Background: an optimization exercise with open tools, aiming at small area. Do not read the settings as production practice.
Only simulation tests tie the RTL to the original design; equivalence was not proved.
No activity file was given, so power comes from the tool's default toggle rates.

==> module breakout, before the edit <==
module breakout(
    input  logic clk,
    input  logic right,
    input  logic left,
    input  logic reset,
    output logic [2:0] red,
    output logic [2:0] green,
    output logic [2:0] blue,
    output logic hsync,
    output logic vsync
    );
function automatic logic geq(input logic [9:0] x, input logic [9:0] k);
  geq = 1'b1;
  for (int i = 0; i < 10; i++) geq = k[i] ? (x[i] & geq) : (x[i] | geq);
endfunction
function automatic logic leq(input logic [9:0] x, input logic [9:0] k);
  leq = !geq(x, k + 10'd1);
endfunction
logic [9:0] hc, vc;
wire hend = hc[9] & hc[8] & (&hc[4:0]);         
wire vend = vc[9] & vc[3];                      
always_ff @(posedge clk)
  if (reset) begin
    hc <= 0; vc <= 0;
  end else if (hend) begin
    hc <= 0;
    vc <= vend ? 10'd0 : vc + 10'd1;
  end else
    hc <= hc + 10'd1;
assign hsync = (|hc[9:7]) | (hc[6] & hc[5]);    
assign vsync = |vc[9:1];                        
wire ax = !(hc[9] & (hc[8] | hc[7]));            
wire ay = !(vc[9] | (&vc[8:5]));                 
wire area = ax & ay;
wire top    = ax & !geq(vc, 10'd11);             
wire bottom = ax & (vc[9:2] == 8'b01110111);     
wire lft    = ay & (hc[9:2] == 8'd0);            
wire rgt    = ay & (hc[9:2] == 8'b10011111) & (hc[1] | hc[0]);   
wire border = lft | rgt | top;
wire h0     = (hc == 10'd0);
wire v480   = (vc == 10'd480);
wire eof    = h0 & v480;
logic [8:0] padp;      
logic [10:0] xcnt;
logic [9:0] ycnt;
logic xdir, ydir, xb, yb;
logic [5:0] mt;        
logic [99:0] q;
logic cur;         
logic hitflag;     
logic filling;     
logic wide;        
wire fast = !q[26];    
wire pup = right;
wire pdn = left & !right;
logic [8:0] pt;
logic pones, pzeros;
always_comb begin
  pt[0] = pup | pdn;
  pt[1] = pup ? !padp[0] : (pdn & padp[0]);
  pones  = pup & (padp[1] | padp[0]);
  pzeros = pdn & !(padp[1] & padp[0]);
  for (int i = 2; i < 9; i++) begin
    pt[i] = pones | pzeros;
    pones  = pones & padp[i];
    pzeros = pzeros & !padp[i];
  end
end
always_ff @(posedge clk)
  if (reset) padp <= 9'd280;
  else padp <= padp ^ pt;
logic [6:0] pe;
logic pc;
always_comb begin
  pc = 1'b1;
  for (int i = 0; i < 7; i++) begin
    pe[i] = hc[i] ^ !padp[i] ^ pc;
    pc = (hc[i] & !padp[i]) | (hc[i] & pc) | (!padp[i] & pc);
  end
end
wire [2:0] phi = {1'b0, padp[8:7]} + {2'b0, !pc};
wire prange = (|pe[6:2]) & (wide ? !(pe[6] & pe[5] & pe[4] & pe[3] & (pe[2] | pe[1] | pe[0]))
                                 : !geq({3'b0, pe}, 10'd85));
wire paddle = (vc[9:3] == 7'b0110111) & (hc[9:7] == phi) & prange;
wire xplus = xdir ^ xb;
wire yplus = ydir ^ yb;
wire bx0 = (xcnt == 11'd1023);                     
wire by0 = (ycnt == 10'd480);                      
wire zero = bx0 & by0;
wire [9:0] xk = zero ? 10'd1000 : xplus ? (fast ? 10'd1020 : 10'd1022) : (fast ? 10'd6 : 10'd4);
wire [10:0] xadd = eof ? {1'b0, xk} : hend ? 11'd1249 : 11'd1;    
wire [10:0] xsum = xcnt + xadd;
always_ff @(posedge clk)
  if (reset) xcnt <= 11'd1023;
  else if (eof) xcnt <= {xsum[9:0] == 10'd0, xsum[9:0]};
  else xcnt <= xsum;
wire ywrap = yplus ? (ycnt[9:3] == 7'b1111100) & (fast ? !(ycnt[2] & ycnt[1]) : !ycnt[2])
                   : (fast ? (ycnt >= 10'd476) & (ycnt <= 10'd480) : (ycnt >= 10'd478) & (ycnt <= 10'd480));
wire [9:0] yk = zero ? 10'd744 :
                {ywrap ^ yplus, {6{yplus}}, yplus ? (fast ? 3'b011 : 3'b101) : (fast ? 3'b101 : 3'b011)};
wire [9:0] yadd = eof ? yk : hend ? (vend ? 10'd504 : 10'd1) : 10'd0;    
always_ff @(posedge clk)
  if (reset) ycnt <= 10'd0;
  else ycnt <= ycnt + yadd;
wire xwin = (xcnt == 11'd1023) | ((xcnt[10:3] == 8'b10000000) & !(xcnt[2] & (xcnt[1] | xcnt[0])));    
wire ywin = (ycnt[9:3] == 7'd0) & !(ycnt[2] & ycnt[1]);    
wire ball = xwin & ywin;
logic [7:0] row;
logic incol, c56;
always_comb begin
  for (int r = 0; r < 8; r++) row[r] = geq(vc, 30 + 30*r) && leq(vc, 50 + 30*r);
  incol = 1'b0;
  for (int c = 0; c < 12; c++)
    incol = incol | (geq(hc, 13 + 52*c) && leq(hc, 55 + 52*c));
  c56 = geq(hc, 273) && leq(hc, 367);
end
wire inrow = |row;
wire inbrick = inrow & incol;
wire hit = ball & inbrick;
wire tap = (row[0] & q[0])  | (row[1] & q[1])  | (row[2] & q[2])  | (row[3] & q[3]) |
           (row[4] & q[24]) | (row[5] & q[25]) | (row[6] & q[26]) | (row[7] & q[27]);
wire wb = hitflag & !incol;    
wire bpix = cur & !hitflag & inbrick;
wire bR = bpix & (row[0] | row[1] | row[6] | row[7]);
wire bB = bpix & (row[2] | row[3]);
wire bG = bpix & !row[0] & !row[1] & !(row[2] & c56);
logic [99:0] qn;
always_comb begin
  qn = {q[0] | filling, q[99:1]};
  qn[55] = q[56] & !(wb & row[0]);
  qn[56] = q[57] & !(wb & row[1]);
  qn[57] = q[58] & !(wb & row[2]);
  qn[58] = q[59] & !(wb & row[3]);
  qn[79] = q[80] & !(wb & row[4]);
  qn[80] = q[81] & !(wb & row[5]);
  qn[81] = q[82] & !(wb & row[6]);
  qn[82] = q[83] & !(wb & row[7]);
end
always_ff @(posedge clk) begin
  filling <= reset | (filling & !hend);
  hitflag <= hit | (hitflag & incol);
  q <= qn;
  if (!incol) cur <= tap;
  if (h0) wide <= !q[74];
end
wire missed = area & (mt != 0);
wire common = missed | border | paddle | ball;
wire ri = common | bR;
wire gi = common | bG;
wire bi = common | bB;
assign red = {3{ri}};
assign green = {3{gi}};
assign blue = {3{bi}};
always_ff @(posedge clk)
  if (reset) mt <= 0;
  else if (!eof) begin
    if (ball & bottom) mt <= 6'd60;
  end else if (!zero) begin
    if (mt != 0) mt <= mt - 6'd1;
  end
always_ff @(posedge clk)
  if (!eof) begin
    if (ball & (lft | rgt)) xb <= 1;
    if (ball & (top | bottom | (paddle & ydir))) yb <= 1;
  end else if (zero) begin
    xdir <= 1; ydir <= 1; xb <= 0; yb <= 0;
  end else begin
    if (xb) xdir <= ~xdir;
    if (yb) ydir <= ~ydir;
    xb <= 0; yb <= 0;
  end
endmodule
==> flow/config.mk <==
export PLATFORM = sky130hd
export DESIGN_NAME = breakout
export DESIGN_NICKNAME = breakout
export VERILOG_FILES = /design/flow/design.v
export SDC_FILE = /design/flow/constraint.sdc
export NUM_CORES = 4
export LEC_CHECK = 0
export CAP_MARGIN = 20
export CORE_MARGIN = 2
export CORE_UTILIZATION = 60
export CTS_BUF_LIST = sky130_fd_sc_hd__clkbuf_8
export GPL_TIMING_DRIVEN = 0
export SLEW_MARGIN = 20
==> flow/constraint.sdc <==
create_clock -name core_clock -period 8.0 [get_ports {clk}]
set_input_delay 1.6000 -clock core_clock [delete_from_list [all_inputs] [get_ports {clk}]]
set_output_delay 1.6000 -clock core_clock [all_outputs]
set_load 0.01 [all_outputs]
standard.sh (not shown) runs the stock make flow with config.mk's settings and CLKGATE_MAP_FILE= SYNTH_SCRIPT=/design/flow/synth_recipe.tcl, a recipe that flattens the netlist after the stock synthesis.
==> flow/flow/run.sh <==
#!/bin/bash
# Layout flow: the standard synthesis; then the combinational logic is
# mapped again with area-oriented ABC scripts (every register, its name and
# its cell are kept), trying several ABC random seeds and keeping the
# smallest netlist; then the standard layout from the floorplan on, with
# the make settings listed in make_args.txt (one per line).
set -euo pipefail
F=$(cd "$(dirname "${BASH_SOURCE[0]}")" && pwd)
W=$(pwd)
R=$W/orfs/results/$FLOW_PLATFORM/breakout/base
LIB=$FLOW_HOME/platforms/sky130hd/lib/sky130_fd_sc_hd__tt_025C_1v80.lib

bash standard.sh synth > synth_standard.log 2>&1
cp $R/1_2_yosys.v $W/netlist_standard.v

python3 $F/gen_models.py $LIB $W/comb_models.v > gen_models.log 2>&1

remap() {
  local S=$1 V=$2
  sed -e "s#SEED#$S#" $F/area_$V.abc.tmpl > $W/area_$V$S.abc
  sed -e "s#LIBFILE#$LIB#g" -e "s#MODELS#$W/comb_models.v#" -e "s#NETLIST#$W/netlist_standard.v#" \
      -e "s#SCRIPT#$W/area_$V$S.abc#" -e "s#STATFILE#$W/remap_stat_$V$S.txt#" -e "s#OUTFILE#$W/netlist_remapped_$V$S.v#" \
      $F/remap.ys.tmpl > $W/remap_$V$S.ys
  yosys -s $W/remap_$V$S.ys > remap_yosys_$V$S.log 2>&1
}
CANDS=""
for V in a b; do
  for S in 0 1 2 3; do remap $S $V & done; wait
  for S in 4 5 6 7; do remap $S $V & done; wait
  for S in 0 1 2 3 4 5 6 7; do CANDS="$CANDS $V$S"; done
done

# area of the standard netlist, to reject a candidate that lost logic
yosys -p "read_liberty -lib $LIB; read_verilog $W/netlist_standard.v; hierarchy -top $FLOW_TOP; tee -o $W/standard_stat.txt stat -liberty $LIB" > standard_stat.log 2>&1
STDA=$(awk '/Chip area/ {print $NF}' $W/standard_stat.txt)
echo "standard area $STDA" >> remap_choice.log
BEST=""; BESTA=""
for C in $CANDS; do
  A=$(awk '/Chip area/ {print $NF}' $W/remap_stat_$C.txt 2>/dev/null || true)
  echo "candidate $C area $A" >> remap_choice.log
  [[ -n "$A" ]] || continue
  awk -v a="$A" -v s="$STDA" 'BEGIN {exit !(a > 0.7 * s)}' || continue
  if [[ -z "$BEST" ]] || awk -v a="$A" -v b="$BESTA" 'BEGIN {exit !(a < b)}'; then BEST=$C; BESTA=$A; fi
done
if [[ -z "$BEST" ]]; then
  echo "no usable candidate; keeping the standard netlist" >> remap_choice.log
  bash standard.sh finish > layout.log 2>&1
  exit 0
fi
echo "chosen $BEST area $BESTA" >> remap_choice.log

cp $W/netlist_remapped_$BEST.v $R/1_2_yosys.v
rm -f $R/1_synth.odb $R/1_synth.sdc
ARGS=()
if [[ -f $F/make_args.txt ]]; then
  while IFS= read -r line; do [[ -n "$line" ]] && ARGS+=("$line"); done < $F/make_args.txt
fi
bash standard.sh "${ARGS[@]}" finish > layout.log 2>&1
Other scripts of this flow, unchanged in this note and not shown: flow/flow/area_a.abc.tmpl, flow/flow/area_b.abc.tmpl, flow/flow/gen_models.py, flow/flow/make_args.txt, flow/flow/remap.ys.tmpl
Next try:
--- a/flow/design.v
+++ b/flow/design.v
@@ -151,22 +151,19 @@
 assign red = {3{ri}};
 assign green = {3{gi}};
 assign blue = {3{bi}};
 always_ff @(posedge clk)
-  if (reset) mt <= 0;
-  else if (!eof) begin
-    if (ball & bottom) mt <= 6'd60;
-  end else if (!zero) begin
-    if (mt != 0) mt <= mt - 6'd1;
-  end
-always_ff @(posedge clk)
-  if (!eof) begin
+  if (reset) begin
+    xb <= 0; yb <= 0; mt <= 0; xdir <= 1; ydir <= 1;
+  end else if (!eof) begin
     if (ball & (lft | rgt)) xb <= 1;
     if (ball & (top | bottom | (paddle & ydir))) yb <= 1;
+    if (ball & bottom) mt <= 6'd60;
   end else if (zero) begin
     xdir <= 1; ydir <= 1; xb <= 0; yb <= 0;
   end else begin
     if (xb) xdir <= ~xdir;
     if (yb) ydir <= ~ydir;
     xb <= 0; yb <= 0;
+    if (mt != 0) mt <= mt - 6'd1;
   end
 endmodule
Outcome: The new run completed with no timing, DRC or antenna violations. Area after synthesis increases by 0.60%. Power went up by 3.7%. Worst setup slack gains 0.23 ns. Critical path depth went down by 4. Routed wire length went up by about 1.1%. Hold slack loses 0.0035 ns. Clock skew hardly moves. Die area rises by 0.57%. Global-route usage rose by 0.62 points.

## separate check: timing with driven ports
No port has a modelled driver above. Below, the same layouts with a new extraction and two added sets of constraints.
Step 1 sets driving cells, clkbuf_16 on the clock port and buf_2 on the other inputs (assumed; they add their load-dependent delay and slew).
Step 2 times the ports against the registers' clock, not the clock port: input delays grow and output delays shrink by t, the midpoint of the rising clock arrivals with the driver on.
a / b / c = ideal ports / drivers / drivers and shift; a / b = the first two.
run	t (ns)	setup WS [ns]	worst hold slack (ns)	worst setup path after step 2	worst slew at a driven data input, ns
the first run	0.466	2.186 / 2.186 / 2.186	0.293 / 0.293 / 0.293	register to register	0.03
the second run	0.475	2.416 / 2.416 / 2.416	0.289 / 0.289 / 0.289	register to register	0.03
After both steps every run listed still meets setup and hold.
